This is an optimization exercise on Yosys and OpenROAD, whose aim is small area, not a production implementation.
Only simulation tests tie the RTL to the original design; equivalence was not proved.

<file path="flow/run.sh">
#!/bin/bash
# Layout flow: the standard flow (standard.sh) with two changes:
#  - ABC maps the logic for area (flow/abc_area.script) instead of for speed;
#    everything else in synthesis is synth_recipe.tcl unchanged;
#  - clock tree synthesis without dummy loads, with larger sink clusters;
#  - port buffers use the smallest buffer cell (buf_1).
# Each tool's output stays in ORFS's own logs under orfs/logs; make's output
# goes to standard.log.
set -euo pipefail
W=$PWD
{ head -n 1 synth_recipe.tcl
  echo "proc abc {args} { set i [lsearch -exact \$args -script]; if {\$i >= 0} { lset args [expr {\$i + 1}] $W/flow/abc_area.script }; yosys abc {*}\$args }"
  tail -n +2 synth_recipe.tcl; } > area_synth.tcl
bash standard.sh SYNTH_SCRIPT=$W/area_synth.tcl \
  "CTS_ARGS=-sink_clustering_enable -repair_clock_nets -dont_use_dummy_load -sink_clustering_size 14 -sink_clustering_max_diameter 50 -buf_list sky130_fd_sc_hd__clkbuf_8" \
  "BUFFER_PORTS_ARGS=-buffer_cell sky130_fd_sc_hd__buf_1" \
  finish > standard.log 2>&1
</file>
<file path="flow/abc_area.script">
&get -n
&st
&syn2
&dch -f
&nf -a -R 2000 -C 24
&put
</file>
<file path="standard.sh">
#!/bin/bash
# synth_recipe.tcl (not shown) runs the flow's synth.tcl, then flattens the netlist and writes it again
# the make line also repeats each setting of config.mk as NAME=value (left out here)
make -C /OpenROAD-flow-scripts/flow DESIGN_CONFIG=/design/flow/config.mk WORK_HOME=/design/flow/orfs CLKGATE_MAP_FILE= SYNTH_SCRIPT=/design/flow/synth_recipe.tcl "${@:-finish}"
</file>
<file path="config.mk">
export PLATFORM = sky130hd
export DESIGN_NAME = fib_table
export DESIGN_NICKNAME = fib_table
export VERILOG_FILES = /design/flow/design.v
export SDC_FILE = /design/flow/constraint.sdc
export NUM_CORES = 8
export LEC_CHECK = 0
export CAP_MARGIN = 30
export CORE_MARGIN = 2
export CORE_UTILIZATION = 45
export PLACE_DENSITY = 0.7
export SETUP_SLACK_MARGIN = 0.2
export SLEW_MARGIN = 30
</file>
<file path="constraint.sdc">
create_clock -name core_clock -period 7.0 [get_ports {clk}]
set_input_delay 1.4000 -clock core_clock [delete_from_list [all_inputs] [get_ports {clk}]]
set_output_delay 1.4000 -clock core_clock [all_outputs]
set_load 0.01 [all_outputs]
</file>
<file path="design.v">
module hash(data, hash);
input [63:0] data;
output [5:0] hash;
assign hash[0] = data[0] ^ data[1] ^ data[5] ^ data[7] ^ data[8] ^ data[9] ^ data[10] ^ data[12] ^ data[13] ^ data[14] ^ data[15] ^ data[21] ^ data[23] ^ data[24] ^ data[25] ^ data[26] ^ data[27] ^ data[28] ^ data[29] ^ data[30] ^ data[31] ^ data[34] ^ data[37] ^ data[38] ^ data[41] ^ data[43] ^ data[45] ^ data[46] ^ data[48] ^ data[54] ^ data[57] ^ data[59];
assign hash[1] = data[1] ^ data[2] ^ data[3] ^ data[7] ^ data[8] ^ data[9] ^ data[10] ^ data[11] ^ data[13] ^ data[14] ^ data[18] ^ data[19] ^ data[22] ^ data[23] ^ data[24] ^ data[25] ^ data[28] ^ data[29] ^ data[31] ^ data[33] ^ data[36] ^ data[37] ^ data[39] ^ data[41] ^ data[43] ^ data[44] ^ data[46] ^ data[47] ^ data[48] ^ data[49] ^ data[52] ^ data[57] ^ data[60] ^ data[61] ^ data[62];
assign hash[2] = data[3] ^ data[4] ^ data[5] ^ data[6] ^ data[8] ^ data[10] ^ data[12] ^ data[13] ^ data[14] ^ data[15] ^ data[16] ^ data[17] ^ data[23] ^ data[24] ^ data[25] ^ data[27] ^ data[28] ^ data[29] ^ data[31] ^ data[32] ^ data[33] ^ data[34] ^ data[37] ^ data[41] ^ data[42] ^ data[45] ^ data[46] ^ data[52] ^ data[54] ^ data[55] ^ data[56] ^ data[60];
assign hash[3] = data[0] ^ data[1] ^ data[9] ^ data[11] ^ data[13] ^ data[14] ^ data[15] ^ data[17] ^ data[18] ^ data[19] ^ data[22] ^ data[24] ^ data[25] ^ data[26] ^ data[27] ^ data[28] ^ data[29] ^ data[30] ^ data[31] ^ data[32] ^ data[34] ^ data[35] ^ data[37] ^ data[38] ^ data[39] ^ data[42] ^ data[43] ^ data[44] ^ data[46] ^ data[48] ^ data[50] ^ data[57] ^ data[58] ^ data[61] ^ data[62] ^ data[63];
assign hash[4] = data[1] ^ data[3] ^ data[6] ^ data[7] ^ data[10] ^ data[11] ^ data[13] ^ data[19] ^ data[20] ^ data[24] ^ data[25] ^ data[30] ^ data[31] ^ data[35] ^ data[36] ^ data[37] ^ data[40] ^ data[44] ^ data[45] ^ data[49] ^ data[54] ^ data[60] ^ data[62];
assign hash[5] = data[0] ^ data[5] ^ data[7] ^ data[8] ^ data[10] ^ data[11] ^ data[14] ^ data[16] ^ data[17] ^ data[18] ^ data[20] ^ data[21] ^ data[22] ^ data[24] ^ data[26] ^ data[38] ^ data[41] ^ data[43] ^ data[44] ^ data[45] ^ data[46] ^ data[47] ^ data[49] ^ data[50] ^ data[51] ^ data[53] ^ data[54] ^ data[55] ^ data[59] ^ data[62];
endmodule
module hash_const(idx, val);
input [5:0] idx;
output [5:0] val;
wire [63:0] col0 = 64'h0a416a64ffa0f7a3;
wire [63:0] col1 = 64'h7213dab2b3cc6f8e;
wire [63:0] col2 = 64'h11d06627bb83f578;
wire [63:0] col3 = 64'he6055cedff4eea03;
wire [63:0] col4 = 64'h50423138c3182cca;
wire [63:0] col5 = 64'h48eefa4005774da1;
assign val[0] = col0[idx];
assign val[1] = col1[idx];
assign val[2] = col2[idx];
assign val[3] = col3[idx];
assign val[4] = col4[idx];
assign val[5] = col5[idx];
endmodule
module fib_table(
    input [63:0] pit_in_prefix,
    input [7:0] pit_in_metadata,
    input rejected,
    input fib_out_bit,
    input start_send_to_pit,
    input [7:0] data_PIT_to_FIB,
    input RX_valid,
    input [7:0] data_SPI_to_FIB,
    input clk,
    input rst,
    output reg [63:0] pit_out_prefix,
    output reg prefix_ready,
    output reg [7:0] pit_out_metadata,
    output reg [7:0] data_FIB_to_PIT,
    output FIB_to_SPI_data_flag,
    output reg [7:0] data_FIB_to_SPI
);
reg [4095:64] table_empty;
wire         table_we;
wire [5:0]   table_wrow;
wire [5:0]   table_wcol;
wire [63:0]  table_wmask = 64'd1 << table_wcol;
integer tr;
always @(posedge clk) begin
    for (tr = 1; tr < 64; tr = tr + 1)
        table_empty[tr*64 +: 64] <= (table_empty[tr*64 +: 64] | {64{rst}}) &
                                    ~({64{table_we && table_wrow == tr[5:0]}} & table_wmask);
end
localparam I_WAIT = 3'd0, I_META = 3'd1, I_PFX = 3'd2, I_DATA = 3'd3,
           I_RESP = 3'd4, I_PASS = 3'd5, I_HASH = 3'd6, I_SAVE = 3'd7;
reg [2:0]   ist;
reg [4:0]   icnt;           
reg [7:0]   meta_in;        
reg [63:0]  pfx_ring;       
reg [255:0] din_ring;       
reg [4:0]   din_ptr;        
wire icnt_end = (icnt == 5'd7);
wire [5:0] hash_in_value;
hash HASH_INCOMING(.data(pit_out_prefix), .hash(hash_in_value));
assign table_we   = (ist == I_SAVE);
assign table_wrow = pit_out_metadata[5:0];
assign table_wcol = hash_in_value;    
always @(posedge clk, posedge rst) begin
    if (rst) begin
        ist <= I_WAIT;
        prefix_ready <= 1'b0;
        pit_out_prefix <= 64'd0;
        pit_out_metadata <= 8'd0;
        data_FIB_to_PIT <= 8'd0;
    end
    else begin
        prefix_ready <= icnt_end && ((ist == I_PFX && meta_in[6]) || ist == I_DATA);
        if (icnt_end && ist == I_PFX && meta_in[6]) begin
            pit_out_metadata <= meta_in;
            pit_out_prefix <= {pfx_ring[55:0], data_SPI_to_FIB};
        end
        if (icnt_end && ist == I_DATA) begin
            pit_out_metadata <= meta_in;
            pit_out_prefix <= {pfx_ring[55:0], pfx_ring[63:56]};
        end
        if (ist == I_PASS)
            data_FIB_to_PIT <= din_ring[din_ptr*8 +: 8];
        case (ist)
            I_WAIT: if (RX_valid) ist <= I_META;
            I_META: ist <= I_PFX;
            I_PFX:  if (icnt_end) ist <= meta_in[6] ? I_HASH : I_DATA;
            I_DATA: if (icnt_end) ist <= I_RESP;
            I_RESP: if (rejected) ist <= I_HASH;
                    else if (start_send_to_pit) ist <= I_PASS;
            I_PASS: if (icnt_end) ist <= I_HASH;
            I_HASH: ist <= I_SAVE;
            default: ist <= I_WAIT;
        endcase
    end
end
always @(posedge clk) begin
    if (ist == I_WAIT)
        icnt <= 5'd0;
    else if (ist == I_PFX || ist == I_DATA || ist == I_PASS)
        icnt <= icnt + 5'd1;
    if (ist == I_META)
        meta_in <= data_SPI_to_FIB;
    pfx_ring <= {pfx_ring[55:0], (ist == I_PFX) ? data_SPI_to_FIB : pfx_ring[63:56]};
    din_ring <= {(ist == I_DATA) ? data_SPI_to_FIB : din_ring[7:0], din_ring[255:8]};
    if (ist == I_DATA)
        din_ptr <= 5'd0;
    else if (ist == I_RESP)
        din_ptr <= din_ptr - 5'd1;
end
localparam O_WAIT = 3'd0, O_GETHASH = 3'd1, O_CHECK = 3'd2, O_META = 3'd3,
           O_TOTAL = 3'd4, O_LONGEST = 3'd5, O_RECV = 3'd6, O_DATA = 3'd7;
reg [2:0]   ost;
reg [4:0]   ocnt;           
reg [63:0]  req_prefix;     
reg [7:0]   req_meta;
reg [5:0]   len;            
reg [5:0]   hash_out;       
reg         data_packet;
reg [255:0] dout_ring;      
assign FIB_to_SPI_data_flag = (ost == O_META);
wire [5:0] hash_req_value;
hash HASH_OUTGOING(.data(pit_in_prefix), .hash(hash_req_value));
wire [5:0] hash_bit_value;
hash_const HASH_BIT(.idx(len), .val(hash_bit_value));
wire [63:0] rd_col_sel = 64'd1 << hash_out;
reg  [63:1] rd_row_sel, rd_row_hit;
integer ri;
always @* begin
    for (ri = 1; ri < 64; ri = ri + 1) begin
        rd_row_sel[ri] = (len == ri[5:0]);
        rd_row_hit[ri] = |(~table_empty[ri*64 +: 64] & rd_col_sel);
    end
end
reg hit;
always @(posedge clk)
    hit <= |(rd_row_hit & rd_row_sel) ||
           (table_we && table_wrow == len && table_wcol == hash_out);
wire search_done = hit || (len == 6'd0);
wire [2:0] byte_idx = ~ocnt[2:0];
wire [7:0] req_byte = req_prefix[byte_idx*8 +: 8];
reg [7:0] short_byte;
integer bj;
always @* begin
    for (bj = 0; bj < 8; bj = bj + 1)
        short_byte[bj] = req_byte[bj] &
                         ~(({byte_idx, bj[2:0]} > len) && ({byte_idx, bj[2:0]} <= req_meta[5:0]));
end
always @(posedge clk, posedge rst) begin
    if (rst) begin
        ost <= O_WAIT;
        data_FIB_to_SPI <= 8'd0;
    end
    else begin
        case (ost)
            O_WAIT:    if (fib_out_bit) ost <= start_send_to_pit ? O_RECV : O_GETHASH;
            O_GETHASH: ost <= O_CHECK;
            O_CHECK:   ost <= search_done ? O_META : O_GETHASH;
            O_META:    ost <= O_TOTAL;
            O_TOTAL:   if (ocnt[2:0] == 3'd7) ost <= data_packet ? O_DATA : O_LONGEST;
            O_LONGEST: if (ocnt[2:0] == 3'd7) ost <= O_WAIT;
            O_RECV:    if (ocnt == 5'd31) ost <= O_META;
            default:   if (ocnt == 5'd7) ost <= O_WAIT;
        endcase
        case (ost)
            O_META:    data_FIB_to_SPI <= req_meta;
            O_TOTAL:   data_FIB_to_SPI <= req_byte;
            O_LONGEST: data_FIB_to_SPI <= short_byte;
            O_DATA:    data_FIB_to_SPI <= dout_ring[23*8 +: 8];
            default:   ;
        endcase
    end
end
always @(posedge clk) begin
    if (ost == O_WAIT) begin
        req_prefix <= pit_in_prefix;
        req_meta <= pit_in_metadata;
        data_packet <= 1'b0;
    end
    else if (ost == O_RECV)
        data_packet <= 1'b1;
    if (ost == O_WAIT)
        ocnt <= 5'd0;
    else if (ost == O_TOTAL || ost == O_LONGEST || ost == O_RECV || ost == O_DATA)
        ocnt <= ocnt + 5'd1;
    if (ost == O_WAIT) begin
        len <= pit_in_metadata[5:0];
        hash_out <= hash_req_value;
    end
    else if (ost == O_CHECK && !search_done) begin
        len <= len - 6'd1;
        hash_out <= hash_out ^ (req_prefix[len] ? hash_bit_value : 6'd0);
    end
    dout_ring <= {(ost == O_RECV) ? data_PIT_to_FIB : dout_ring[7:0], dout_ring[255:8]};
end
endmodule
</file>
==> results of run 1 <==
[state kept, by name, summed over array words and instances (netlist names)]
name / cells
din_ring: 256
table_empty: 4032
pfx_ring: 64
hash_out: 6
pit_out_prefix: 64
dout_ring: 256
data_packet: 1
ist: 3
meta_in: 8
hit: 1
req_meta: 8
ost: 3
icnt: 5
len: 6
data_FIB_to_PIT: 8
ocnt: 5
din_ptr: 5
prefix_ready: 1
data_FIB_to_SPI: 8
req_prefix: 64
pit_out_metadata: 8
[critical path: stages (launching register included)]
cell       delay, ns
edfxtp_1        0.60
nor2b_1         0.23
buf_4           0.24
and3_1          0.33
nand2_4         0.43
buf_12          0.33
buf_4           0.37
o22ai_1         0.12
nor4_1          0.68
nand4_1         0.28
nor2_1          0.37
or4_1           0.46
o2111ai_1       0.18
a2111oi_1       0.78
nand2_1         0.14
nor4_1          0.50
o41ai_1         0.16
[routing by layer]
metal | share of wire (%) | GRT usage (%) | vias to the layer above
met4 | 9.9 | 31.4 | 42
met1 | 34 | 50.2 | 74000
met2 | 38 | 53.1 | 16100
met3 | 18 | 17.7 | 4602
li1 | - | - | 60300
met5 | 0.090 | 0.949 | -
[placed cells by master (no fill, tap or decap), types with 16 or more instances in the layout]
cell	n
a21oi_1	2023
a31oi_1	17
buf_1	182
buf_12	83
buf_4	554
clkbuf_8	417
clkinv_1	20
dfrtp_1	95
dfxtp_1	4623
diode_2	100
edfxtp_1	92
ha_1	27
mux2_1	80
mux2i_1	22
mux4_2	104
nand2_1	154
nand2_2	75
nand2_4	83
nand2b_1	16
nand3_1	25
nand4_1	135
nor2_1	2128
nor2_4	98
nor3_1	41
nor4_1	502
o21ai_0	72
o22a_1	2056
o22ai_1	2016
xnor2_1	144
xor2_1	64
[final timing paths]
check,end,slack [ns],cells past startpoint
max in group asynchronous,pit_out_prefix[53]$_DFFE_PP0P_,4.66,4
min in group asynchronous,data_FIB_to_PIT[5]$_DFFE_PP0N_,1.17,3
worst min register to register,dout_ring[57]$_DFF_P_,0.26,0
worst max-delay path,hit$_DFF_P_,0.61,16
worst max register to register,hit$_DFF_P_,0.61,16
worst min-delay path,dout_ring[57]$_DFF_P_,0.26,0
[cell families (layout without fill, tap and decap cells)]
kind of cell    count (synthesis)  in the layout
compound gates               6278           6278
other cells                     0            100
flops                        4812           4812
xor+xnor                      210            210
mux                           206            206
simple gates                 3341           3341
fa+ha+maj                      27             27
buf+inv                        21           1273
[stage by stage]
step | setup WS, ns | util, % | instance area (sq um)
after floorplan | 1.59 | - | 160000
after global placement | 0.757 | 49.2 | 174000
after detailed placement | 0.983 | 49.3 | 174000
after CTS | 0.939 | 50.9 | 180000
after global routing | 0.983 | 51.0 | 180000
final | 0.609 | 51.1 | 180000
[area by class of cell]
class	count	area (sq um)
multi-input cells	10100	63800
fillers	31900	173000
clock buffers	417	5740
diodes	100	250
repair buffers	835	6900
flip-flops and latches	4812	97700
inverters	21	81.3
well taps	4730	5920
==> results.sh, run 1 <==
export IMPL_htreeDepth=5
export IMPL_clkSinkCount=4812
export IMPL_synthXorXnorAreaFrac_pct=1.15
export IMPL_clk_latency_ns=1.24
export IMPL_yosysTopAreaCell="dfxtp_1"
export IMPL_via_per_inst=7.39
export IMPL_syn_nets=15000
export IMPL_synth_avg_cell_area_sq_um=10.7
export IMPL_path_class="reg -> reg"
export IMPL_routed_wl_microns=757000
export IMPL_drtAntennaViolNets=0
export IMPL_status="complete, no violations"
export IMPL_hold_viol=0
export IMPL_grt_max_degree=242
export IMPL_clkSlewWorstSetupHoldPaths_ns=0.09
export IMPL_grt_total_usage_pct=40.1
export IMPL_worstMarginPinSlew_ns=1.27
export IMPL_fin_crit_ns=6.39
export IMPL_hold_path_class="reg -> reg"
export IMPL_clock_fmax_mhz=156
export IMPL_grt_pass1_wl_microns=1040000
export IMPL_synth_main_ff_cell="dfxtp_1"
export IMPL_cts_resized=0
export IMPL_dieWidth_microns=600
export IMPL_synth_top_area_share_pct=57.9
export IMPL_die_h_microns=600
export IMPL_rsz0062_at_grt="no"
export IMPL_async_flop_share_pct=1.97
export IMPL_cts_buffers=417
export IMPL_worstPathRequired_ns=8.10
export IMPL_synthMuxAreaShare_pct=2.17
export IMPL_ys_ff_latch=4812
export IMPL_end_kind="flip-flop"
export IMPL_cts_tree="yes"
export IMPL_yosys_area_share_adder_pct=0.211
export IMPL_skew_ns=0.139
export IMPL_fp_coreArea_sq_mm=0.353
export IMPL_slew_viol_final=0
export IMPL_setup_viol=0
export IMPL_synth_edf_count=92
export IMPL_yosys_cell_count_top_type="dfxtp_1"
export IMPL_post_cts_buffers=0
export IMPL_setup_tns_ns=0
export IMPL_synth_compound_area_share_pct=26.3
export IMPL_synthSimpleGateAreaFrac_pct=9.04
export IMPL_start_kind="flip-flop"
export IMPL_dieArea_sq_mm=0.360
export IMPL_drv_cap=0
export IMPL_synth_area_sq_mm=0.160
export IMPL_ys_warn_count=1
export IMPL_final_cells=21000
export IMPL_crit_fanout=19
export IMPL_num_rows=218
export IMPL_syn_to_final_growth_pct=12.8
export IMPL_synth_distinct_cells=50
export IMPL_drive_above_1_share_pct=9.05
export IMPL_dp_cells=20500
export IMPL_cts_root_buf="clkbuf_8"
export IMPL_numPortBuffers=183
export IMPL_synth_top_family_by_area="compound AO/OA/AOI/OAI gates"
export IMPL_finalCritPeriodShare_pct=91.3
export IMPL_crit_path_start="hash_out[3]$_DFFE_PP_"
export IMPL_grt_pass1_vias=137000
export IMPL_netlist_instances=14900
export IMPL_grt_overflow=0
export IMPL_max_slew_margin_rel_pct=14.9
export IMPL_antenna_found_initial=76
export IMPL_synth_area_top_cells="dfxtp_1 (58%), o22a_1 (11%), o22ai_1 (7.9%)"
export IMPL_drt_iter0_drc=34600
export IMPL_drcViolationCount=0
export IMPL_start_util_pct=45.3
export IMPL_synth_seq_area_share_pct=61.1
export IMPL_nets=16300
export IMPL_worstPathArrival_ns=7.49
export IMPL_drtPass1Iterations=12
export IMPL_vias=155000
export IMPL_io_pin_count=184
export IMPL_wl_per_cell_microns=36.1
export IMPL_gp_congestion=0.989
export IMPL_whs_ns=0.260
export IMPL_synthTopCellsByCount="dfxtp_1 (4,625), nor2_1 (2,229), o22a_1 (2,056)"
export IMPL_clockBufferDepth=4
export IMPL_hpwlAfterDp_microns=449000
export IMPL_r2r_start="hash_out[3]$_DFFE_PP_"
export IMPL_hp_start="dout_ring[65]$_DFF_P_"
export IMPL_ctsHoldBuffers=0
==> run 2, diff against run 1 <==
--- a/flow/run.sh
+++ b/flow/run.sh
@@ -1,5 +1,5 @@
 #!/bin/bash
-# Layout flow: the standard flow (standard.sh) with two changes:
+# Layout flow: the standard flow (standard.sh) with three changes:
 #  - ABC maps the logic for area (flow/abc_area.script) instead of for speed;
 #    everything else in synthesis is synth_recipe.tcl unchanged;
 #  - clock tree synthesis without dummy loads, with larger sink clusters;
==> run 2 against run 1 <==
  * Largest cell class unchanged
  * First-iteration DRC count stayed put
  * Non-clock buffer count stayed put
  * Maximum frequency stayed put
  * Utilization stayed put
==> results.sh, run 2 <==
export IMPL_fin_crit_ns=6.39
export IMPL_htreeDepth=5
export IMPL_worstPathRequired_ns=8.10
export IMPL_hold_path_depth=0
export IMPL_r2r_end="hit$_DFF_P_"
export IMPL_cts_tree="yes"
export IMPL_via_per_inst=7.39
export IMPL_start_kind="flip-flop"
export IMPL_ys_ff_latch=4812
export IMPL_drtPass1Iterations=12
export IMPL_synth_avg_cell_area_sq_um=10.7
export IMPL_cp_cell_sequence="nor2b_1 -> buf_4 -> and3_1 -> nand2_4 -> buf_12 -> buf_4 -> o22ai_1 -> nor4_1 -> nand4_1 -> nor2_1 -> or4_1 -> o2111ai_1 -> a2111oi_1 -> nand2_1 -> nor4_1 -> o41ai_1"
export IMPL_path_class="reg -> reg"
export IMPL_clock_fmax_mhz=156
export IMPL_rsz0062_at_grt="no"
export IMPL_clkSlewWorstSetupHoldPaths_ns=0.09
export IMPL_antenna_found_initial=76
export IMPL_drv_cap=0
export IMPL_worstMarginPinSlew_ns=1.27
export IMPL_synthTopCellsByCount="dfxtp_1 (4,625), nor2_1 (2,229), o22a_1 (2,056)"
export IMPL_nets=16300
export IMPL_ctsHoldBuffers=0
export IMPL_clkSinkCount=4812
export IMPL_clk_latency_ns=1.24
export IMPL_die_h_microns=600
export IMPL_skew_ns=0.139
export IMPL_worstPathArrival_ns=7.49
export IMPL_finalCritPeriodShare_pct=91.3
export IMPL_start_util_pct=45.3
export IMPL_reg2regPathDepth=16
export IMPL_setup_viol=0
export IMPL_async_flop_share_pct=1.97
export IMPL_top_regs="table_empty: 4032 flops, din_ring: 256 flops, dout_ring: 256 flops"
export IMPL_grt_total_usage_pct=40.1
export IMPL_fin_util_pct=51.1
export IMPL_r2r_slack_ns=0.61
export IMPL_syn_nets=15000
export IMPL_io_pin_count=184
export IMPL_hold_path_class="reg -> reg"
export IMPL_synth_seq_area_share_pct=61.1
export IMPL_min_to="dout_ring[57]$_DFF_P_"
export IMPL_synth_edf_count=92
export IMPL_synth_area_top_cells="dfxtp_1 (58%), o22a_1 (11%), o22ai_1 (7.9%)"
export IMPL_yosys_cell_count_top_type="dfxtp_1"
export IMPL_max_slew_margin_rel_pct=14.9
export IMPL_grt_max_degree=242
export IMPL_slowest_delay_ns=0.78
export IMPL_fin_ws_ns=0.609
export IMPL_wl_per_cell_microns=36.1
export IMPL_final_common_cell="dfxtp_1"
export IMPL_status="complete, no violations"
export IMPL_gp_congestion=0.989
export IMPL_hp_start="dout_ring[65]$_DFF_P_"
export IMPL_synth_distinct_cells=50
export IMPL_dp_cells=20500
export IMPL_cts_resized=0
export IMPL_numPortBuffers=183
export IMPL_netlist_instances=14900
export IMPL_hpwlAfterDp_microns=449000
export IMPL_mostFrequentLayoutCells="dfxtp_1 (4,623), nor2_1 (2,128), o22a_1 (2,056), a21oi_1 (2,023), o22ai_1 (2,016)"
export IMPL_r2r_start="hash_out[3]$_DFFE_PP_"
export IMPL_synth_top_area_share_pct=57.9
export IMPL_slew_viol_final=0
export IMPL_crit_path_top_delay_cell="a2111oi_1"
export IMPL_fill_cells=31900
export IMPL_final_cells=21000
export IMPL_syn_to_final_growth_pct=12.8
export IMPL_ys_warn_count=1
export IMPL_synth_main_ff_cell="dfxtp_1"
export IMPL_grt_overflow=0
export IMPL_place_ws_ns=0.983
export IMPL_cts_buffers=417
export IMPL_dieArea_sq_mm=0.360
export IMPL_yosysTopAreaCell="dfxtp_1"
export IMPL_fp_coreArea_sq_mm=0.353
export IMPL_cts_root_buf="clkbuf_8"
export IMPL_synth_area_sq_mm=0.160
export IMPL_setup_tns_ns=0
export IMPL_clockBufferDepth=4
export IMPL_dieWidth_microns=600
export IMPL_drtAntennaViolNets=0
export IMPL_post_cts_buffers=0
export IMPL_vias=155000
export IMPL_hold_viol=0
export IMPL_grt_pass1_vias=137000
export IMPL_grt_pass1_wl_microns=1040000
export IMPL_drt_iter0_drc=34600
export IMPL_regMostFlops="table_empty"
export IMPL_crit_fanout=19
export IMPL_routed_wl_microns=757000
export IMPL_drcViolationCount=0
export IMPL_end_kind="flip-flop"
export IMPL_num_rows=218
export IMPL_largest_reg_flops=4032
export IMPL_drive_above_1_share_pct=9.05
==> run 2: cell counts after synthesis <==
No cell type changed its count.
==> run 2: worst max-delay path, delay by kind of cell, from the launching register on <==
kind	cells	cell delay (ns)
compound gates	4	1.24
simple gates	9	3.42
flops	1	0.60
buf+inv	3	0.94
==> run 2: layer usage <==
layer	GRT usage (%)	share of wire [%]	vias to the layer above
li1	-	-	60300
met1	50.2	34	74000
met2	53.1	38	16100
met3	17.7	18	4602
met4	31.4	9.9	42
met5	0.949	0.090	-
==> run 2: area by class of cell <==
| class | instances | area, sq um | share of cell area (%) |
|---|---|---|---|
| Timing Repair Buffer | 835 | 6900 | 3.82 |
| Sequential cell | 4812 | 97700 | 54.2 |
| Antenna cell | 100 | 250 | 0.139 |
| Clock buffer | 417 | 5740 | 3.18 |
| Multi-Input combinational cell | 10100 | 63800 | 35.4 |
| Inverter | 21 | 81.3 | 0.0451 |
| Tap cell | 4730 | 5920 | 3.28 |
==> run 2: per-stage QoR <==
step	instance area, sq um	hold slack (ns)
6_report	180000	0.260
5_1_grt	180000	0.259
4_1_cts	180000	0.244
3_5_place_dp	174000	0.312
3_3_place_gp	174000	0.310
2_1_floorplan	160000	0.310
==> run 2: logic make-up (layout without fill, tap and decap cells) <==
kind of cell	after synthesis	in the layout	synth area share [%]
flops	4812	4812	61.1
simple gates	3341	3341	9.04
other cells	0	100	0
compound gates	6278	6278	26.3
buf+inv	21	1273	0.0493
fa+ha+maj	27	27	0.211
xor+xnor	210	210	1.15
mux	206	206	2.17
==> run 2: worst max path at each step <==
stage	startpoint	end	slack (ns)	cells after the start
after floorplan	ost[0]$_DFFE_PP0P_	hash_out[0]$_DFFE_PP_	1.59	3
after global placement	hash_out[5]$_DFFE_PP_	hit$_DFF_P_	0.76	13
after detailed placement	hash_out[4]$_DFFE_PP_	hit$_DFF_P_	0.98	12
after CTS	hash_out[4]$_DFFE_PP_	hit$_DFF_P_	0.94	12
after global routing	hash_out[3]$_DFFE_PP_	hit$_DFF_P_	0.98	16
final	hash_out[3]$_DFFE_PP_	hit$_DFF_P_	0.61	16
==> run 3, diff against run 2 <==
--- a/flow/run.sh
+++ b/flow/run.sh
@@ -12,6 +12,6 @@
   echo "proc abc {args} { set i [lsearch -exact \$args -script]; if {\$i >= 0} { lset args [expr {\$i + 1}] $W/flow/abc_area.script }; yosys abc {*}\$args }"
   tail -n +2 synth_recipe.tcl; } > area_synth.tcl
 bash standard.sh SYNTH_SCRIPT=$W/area_synth.tcl \
-  "CTS_ARGS=-sink_clustering_enable -repair_clock_nets -dont_use_dummy_load -sink_clustering_size 14 -sink_clustering_max_diameter 50 -buf_list sky130_fd_sc_hd__clkbuf_8" \
+  "CTS_ARGS=-sink_clustering_enable -repair_clock_nets -dont_use_dummy_load -sink_clustering_size 8 -sink_clustering_max_diameter 35 -buf_list sky130_fd_sc_hd__clkbuf_4" \
   "BUFFER_PORTS_ARGS=-buffer_cell sky130_fd_sc_hd__buf_1" \
   finish > standard.log 2>&1
==> run 3 against run 2 <==
  * Still clean
  * Die area unchanged
  * Cell count increased by 1.8%
  * Synthesized cell count unchanged
  * Global-route usage increased by 0.29 points
  * Largest cell class unchanged
  * First-iteration DRC count increased by 2.2%
  * Utilization increased by 0.11 points
  * Hold slack got worse by 0.24 ns
  * Maximum frequency decreased by 3.2%
==> results.sh, run 3 <==
export IMPL_status="complete, no violations"
export IMPL_grt_max_degree=242
export IMPL_rsz0062_at_grt="no"
export IMPL_start_util_pct=45.3
export IMPL_antenna_found_initial=76
export IMPL_drt_iter0_drc=35300
export IMPL_grt_overflow=0
export IMPL_clockBufferDepth=4
export IMPL_syn_nets=15000
export IMPL_hpwlAfterDp_microns=449000
export IMPL_yosys_cell_count_top_type="dfxtp_1"
export IMPL_clock_fmax_mhz=151
export IMPL_hold_path_class="in -> reg"
export IMPL_vias=157000
export IMPL_hp_start="pit_in_metadata[5]"
export IMPL_dieWidth_microns=600
export IMPL_fin_crit_ns=6.60
export IMPL_netlist_instances=14900
export IMPL_async_flop_share_pct=1.97
export IMPL_synth_main_ff_cell="dfxtp_1"
export IMPL_synth_edf_count=92
export IMPL_ys_ff_latch=4812
export IMPL_drtPass1Iterations=17
export IMPL_start_kind="flip-flop"
export IMPL_clkSlewWorstSetupHoldPaths_ns=0.09
export IMPL_clk_latency_ns=1.82
export IMPL_min_to="req_meta[5]$_DFFE_PP_"
export IMPL_r2r_slack_ns=0.40
export IMPL_reg2regPathDepth=16
export IMPL_wl_per_cell_microns=35.8
export IMPL_cts_root_buf="clkbuf_4"
export IMPL_fin_util_pct=51.2
export IMPL_grt_total_usage_pct=40.4
export IMPL_synth_compound_area_share_pct=26.3
export IMPL_ys_warn_count=1
export IMPL_synthTopCellsByCount="dfxtp_1 (4,625), nor2_1 (2,229), o22a_1 (2,056)"
export IMPL_htreeDepth=6
export IMPL_drv_cap=0
export IMPL_path_class="reg -> reg"
export IMPL_place_ws_ns=0.983
export IMPL_end_kind="flip-flop"
export IMPL_fp_coreArea_sq_mm=0.353
export IMPL_cts_buffers=708
export IMPL_drtAntennaViolNets=0
export IMPL_slew_viol_final=0
export IMPL_crit_fanout=19
export IMPL_regMostFlops="table_empty"
export IMPL_cts_tree="yes"
export IMPL_synth_top_area_share_pct=57.9
export IMPL_synth_top_family_by_area="compound AO/OA/AOI/OAI gates"
export IMPL_numPortBuffers=183
export IMPL_finalCritPeriodShare_pct=94.3
export IMPL_hold_viol=0
export IMPL_grt_pass1_wl_microns=1050000
export IMPL_synthSimpleGateAreaFrac_pct=9.04
export IMPL_worstPathRequired_ns=8.69
export IMPL_largest_reg_flops=4032
export IMPL_syn_to_final_growth_pct=13.1
export IMPL_post_cts_buffers=0
export IMPL_nets=16600
export IMPL_worstMarginPinSlew_ns=1.29
export IMPL_max_slew_margin_rel_pct=13.9
export IMPL_synth_area_top_cells="dfxtp_1 (58%), o22a_1 (11%), o22ai_1 (7.9%)"
export IMPL_synth_distinct_cells=50
export IMPL_r2r_end="hit$_DFF_P_"
export IMPL_grt_pass1_vias=139000
export IMPL_drcViolationCount=0
export IMPL_setup_viol=0
export IMPL_synth_avg_cell_area_sq_um=10.7
export IMPL_synthXorXnorAreaFrac_pct=1.15
export IMPL_die_h_microns=600
export IMPL_hold_path_depth=1
export IMPL_num_rows=218
export IMPL_worstPathArrival_ns=8.29
export IMPL_synthMuxAreaShare_pct=2.17
export IMPL_fin_ws_ns=0.396
export IMPL_r2r_start="hash_out[3]$_DFFE_PP_"
export IMPL_skew_ns=0.211
export IMPL_routed_wl_microns=764000
export IMPL_via_per_inst=7.36
export IMPL_setup_tns_ns=0
export IMPL_yosysTopAreaCell="dfxtp_1"
export IMPL_mostFrequentLayoutCells="dfxtp_1 (4,623), nor2_1 (2,129), o22a_1 (2,056), a21oi_1 (2,023), o22ai_1 (2,016)"
export IMPL_clkSinkCount=4812
export IMPL_io_pin_count=184
export IMPL_final_common_cell="dfxtp_1"
export IMPL_yosys_area_share_adder_pct=0.211
export IMPL_fill_cells=31900
export IMPL_top_regs="table_empty: 4032 flops, din_ring: 256 flops, dout_ring: 256 flops"
export IMPL_gp_congestion=0.989
export IMPL_synth_area_sq_mm=0.160
export IMPL_synth_seq_area_share_pct=61.1
export IMPL_dieArea_sq_mm=0.360
export IMPL_drive_above_1_share_pct=10.6
## run 3: cell count changes in the layout (fill, tap and decap cells not counted), moves of 7 or more
| cell | previous run | this run |
|---|---|---|
| clkbuf_4 | 1 | 709 |
| clkbuf_8 | 417 | 0 |
| dlygate4sd3_1 | 0 | 76 |
| diode_2 | 100 | 107 |
## run 3: area by class of cell
| cell class | instances | area [sq um] | area share, % |
|---|---|---|---|
| multi-input combinational | 10100 | 63800 | 35.3 |
| sequential | 4812 | 97700 | 54.1 |
| inverter | 21 | 81.3 | 0.0450 |
| antenna | 107 | 268 | 0.148 |
| tap | 4730 | 5920 | 3.27 |
| clock buffer | 708 | 5320 | 2.94 |
| timing repair buffer | 912 | 7680 | 4.25 |
## run 3: worst max path at each step
| stage | depth (start not counted) | slack [ns] | end | start |
|---|---|---|---|---|
| 6_report | 16 | 0.40 | hit$_DFF_P_ | hash_out[3]$_DFFE_PP_ |
| 4_1_cts | 12 | 0.96 | hit$_DFF_P_ | hash_out[4]$_DFFE_PP_ |
| 3_5_place_dp | 12 | 0.98 | hit$_DFF_P_ | hash_out[4]$_DFFE_PP_ |
| 5_1_grt | 16 | 0.88 | hit$_DFF_P_ | hash_out[3]$_DFFE_PP_ |
| 2_1_floorplan | 3 | 1.59 | hash_out[0]$_DFFE_PP_ | ost[0]$_DFFE_PP0P_ |
| 3_3_place_gp | 13 | 0.76 | hit$_DFF_P_ | hash_out[5]$_DFFE_PP_ |
## run 3: kinds of logic (layout without fill, tap and decap cells)
group / after synthesis / in the layout
multiplexers: 206 / 206
XOR/XNOR: 210 / 210
other: 0 / 107
AO/OA/AOI/OAI: 6278 / 6278
buffers and inverters: 21 / 1641
flip-flops: 4812 / 4812
adder cells (fa/ha/maj): 27 / 27
AND/OR/NAND/NOR: 3341 / 3341
## run 3: worst max-delay path: stages, from the launching register on
cell and delay, ns:
edfxtp_1 0.60, nor2b_1 0.23, buf_4 0.23, and3_1 0.33
nand2_4 0.49, buf_12 0.29, buf_4 0.40, o22ai_1 0.13
nor4_1 0.61, nand4_1 0.26, nor2_1 0.37, or4_1 0.46
o2111ai_1 0.19, a2111oi_1 1.01, nand2_1 0.15, nor4_1 0.53
o41ai_1 0.15
## run 3: timing repair
item | 4_1_cts | 5_1_grt
hold buffers | 75 | 1
resized for setup | 0 | 0
endpoints found under the hold margin | 80 | 1
## run 3: through the flow
stage	hold slack [ns]	area, sq um	cells
finish	0.0154	181000	21400
global route	0.0410	181000	21300
CTS	0.00462	180000	21200
detailed placement	0.312	174000	20500
global placement	0.310	174000	20400
floorplan	0.310	160000	14900
## run 3: layer usage
metal	track usage (%)	vias to the layer above	part of all wire [%]
met4	30.3	52	9.7
met2	54.1	16500	38
li1	-	61200	-
met5	0.428	-	0.085
met3	18.4	4607	18
met1	50.3	74800	34

==> separate check: timing with driven ports <==
The results above use ideal ports. As a check the final layouts listed here were re-extracted and re-timed, cells and wires unchanged. Step 1: set_driving_cell puts a clkbuf_16 on clk and a buf_2 on each other input, an assumption about the parent block. Step 2 adds t to the input delays and takes it off the output delays; t is the mean of the earliest and latest rising clock arrival at the registers after step 1. Input paths then give back, and output paths get back, about the clock's delay inside the block. Slacks: ideal ports / drivers / drivers and shift; pairs: ideal ports / drivers.
run | t, ns | slack for setup (ns) | hold WS [ns] | latest minus earliest clock arrival (ns)
run 1 | 1.296 | 0.609 / 0.609 / 0.609 | 0.260 / 0.260 / 0.260 | 0.173 / 0.173
run 2 | 1.296 | 0.609 / 0.609 / 0.609 | 0.260 / 0.260 / 0.260 | 0.173 / 0.173
run 3 | 1.836 | 0.396 / 0.396 / 0.396 | 0.015 / -0.066 / 0.244 | 0.230 / 0.230
After both steps setup and hold are still met in every run listed.
